Source: an optimization exercise on an open RTL-to-GDS flow (aim: small area). Production flows keep margins and buffers that such runs may drop.
Power and IR drop assume default switching activity.

== willow ==
Design uart_frame_top, start of the top module:
module uart_frame_top (
  input  logic        clk,
  input  logic        rst,        
  input  logic        key0,       
  input  logic        key1,       
  input  logic        sw0,        
  output logic        uart_tx
);
  logic [3:0] k;       
  logic       h;       
  logic [4:0] b;       
  logic [4:0] c;       
  logic [6:0] f;       
  logic [3:0] bidx;    
  wire k9          = k[3] & k[0];
  wire w20         = k9 & h;
  wire tick_ball   = w20 & (&b);
  wire tick_ai     = w20 & (&c);
  wire tick_paddle = tick_ball | (k9 & ~h & (b == 5'd19));
  wire cap_end = k9 & (f == 7'd47 || f[6:2] == 5'b01100);
  wire t0      = (f == 7'd47) & ~k[0];
  logic capt;          
  wire [3:0] tk = {k9 | (&k[2:0]), ~k[3] & (&k[1:0]), k[0] & ~k[3], 1'b1};
  wire [4:0] tb, tc;
  wire [6:0] tf;
  wire [3:0] ti;
  wire       ie = k9 & capt;
  assign tb[0] = w20;
  assign tc[0] = w20;
  assign tf[0] = k[0];
  assign ti[0] = ie;
  for (genvar i = 1; i < 5; i++) begin : g_tb
    assign tb[i] = tb[i-1] & b[i-1];
    assign tc[i] = tc[i-1] & c[i-1];
  end
  for (genvar i = 1; i < 7; i++) begin : g_tf
    assign tf[i] = tf[i-1] & f[i-1];
  end
  for (genvar i = 1; i < 4; i++) begin : g_ti
    assign ti[i] = ti[i-1] & bidx[i-1];
  end
  wire wb = w20 & (&b);
  wire wf = k[0] & (&f);
  wire wi = ie & (&bidx);
  always_ff @(posedge clk) begin
    if (rst) begin
  ...
export LEC_CHECK = 0
export CAP_MARGIN = 20
export CORE_MARGIN = 2
export CORE_UTILIZATION = 60
export CTS_BUF_LIST = sky130_fd_sc_hd__clkbuf_4
export SLEW_MARGIN = 20
create_clock -name core_clock -period 10.0 [get_ports {clk}]
run.sh (not shown) runs the stock make flow with config.mk's settings and CLKGATE_MAP_FILE= SYNTH_SCRIPT=/design/flow/synth_recipe.tcl, a recipe that flattens the netlist after the stock synthesis.
willow reached the final stage; the timing, DRC and antenna checks on its layout passed.
Here is what was changed in the inputs of umber compared with willow.
# willow
export LEC_CHECK = 0
export CAP_MARGIN = 20
export CORE_MARGIN = 2
export CORE_UTILIZATION = 60
export CTS_BUF_LIST = sky130_fd_sc_hd__clkbuf_4
export SLEW_MARGIN = 20
create_clock -name core_clock -period 10.0 [get_ports {clk}]
# umber
export LEC_CHECK = 0
export CAP_MARGIN = 20
export CORE_MARGIN = 2
export CORE_UTILIZATION = 40
export CTS_BUF_LIST = sky130_fd_sc_hd__clkbuf_8
export CTS_CLUSTER_DIAMETER = 100
export CTS_CLUSTER_SIZE = 50
export SLEW_MARGIN = 20
create_clock -name core_clock -period 10.0 [get_ports {clk}]
Sort willow and umber by detailed route wirelength on metal2, ascending, and umber comes first.
Register-to-register setup slack: umber vs willow down 0.07 ns
Routed metal-1 wire length grows by more than 10% when moving from willow to umber.
umber against willow: placeable core region now sits higher, share of cell area taken by multi-input logic gates shows a reduction of 1.1 points.
Lower largest vdd supply drop goes to umber over willow.
umber vs willow — post-route cell area rose 3.3%.
Comparing willow and umber, the lower detailed-route wire length was measured on willow.
Input-level comparison between juniper and umber:
# umber
export LEC_CHECK = 0
export CAP_MARGIN = 20
export CORE_MARGIN = 2
export CORE_UTILIZATION = 40
export CTS_BUF_LIST = sky130_fd_sc_hd__clkbuf_8
export CTS_CLUSTER_DIAMETER = 100
export CTS_CLUSTER_SIZE = 50
export SLEW_MARGIN = 20
create_clock -name core_clock -period 10.0 [get_ports {clk}]
# juniper
export LEC_CHECK = 0
export CAP_MARGIN = 20
export CORE_MARGIN = 2
export CORE_UTILIZATION = 40
export CTS_BUF_LIST = sky130_fd_sc_hd__clkbuf_16
export CTS_CLUSTER_DIAMETER = 200
export CTS_CLUSTER_SIZE = 100
export SLEW_MARGIN = 20
create_clock -name core_clock -period 10.0 [get_ports {clk}]
Findings:
Summary of juniper over umber: clock power climbed 28%; utilization climbed 1.6 points.
Fraction of the yosys area taken by sequential cells came out exactly the same in juniper and umber.
Worst hold slack, juniper and umber: larger value in umber
Post-route minimum period for juniper is lower than for umber.
On clock skew, juniper and umber are basically level.
Summary of the comparison: sum of internal, switching and leakage power is higher in juniper, relative to umber.
No run of this note included a check of the RTL's function; only the layout flow was run.

port drivers added, routing unchanged:
In the flow no input, the clock included, has a driving cell. The finished layouts below were timed again as built, in two steps. Step 1, drivers: a clkbuf_16 drives clk and a buf_2 each remaining input, both assumed. Step 2 also shifts input and output timing later by t, the mid clock arrival at the registers, as if the neighbouring blocks saw the same clock. a / b / c = ideal / step 1 / step 2; a / b = the first two.
run	t, ns	setup slack, ns	hold WS [ns]	slew at the worst register clock pin (ns)
willow	0.513	6.250 / 6.221 / 6.267	0.321 / 0.321 / 0.321	0.11 / 0.11
umber	0.462	6.342 / 6.308 / 6.278	0.328 / 0.328 / 0.328	0.08 / 0.08
juniper	0.442	6.364 / 6.326 / 6.271	0.325 / 0.325 / 0.325	0.06 / 0.06
After both steps every run listed still meets setup and hold. The setup slack of juniper, which loses most, moves by -0.038 ns with the drivers and by -0.093 ns with both steps.
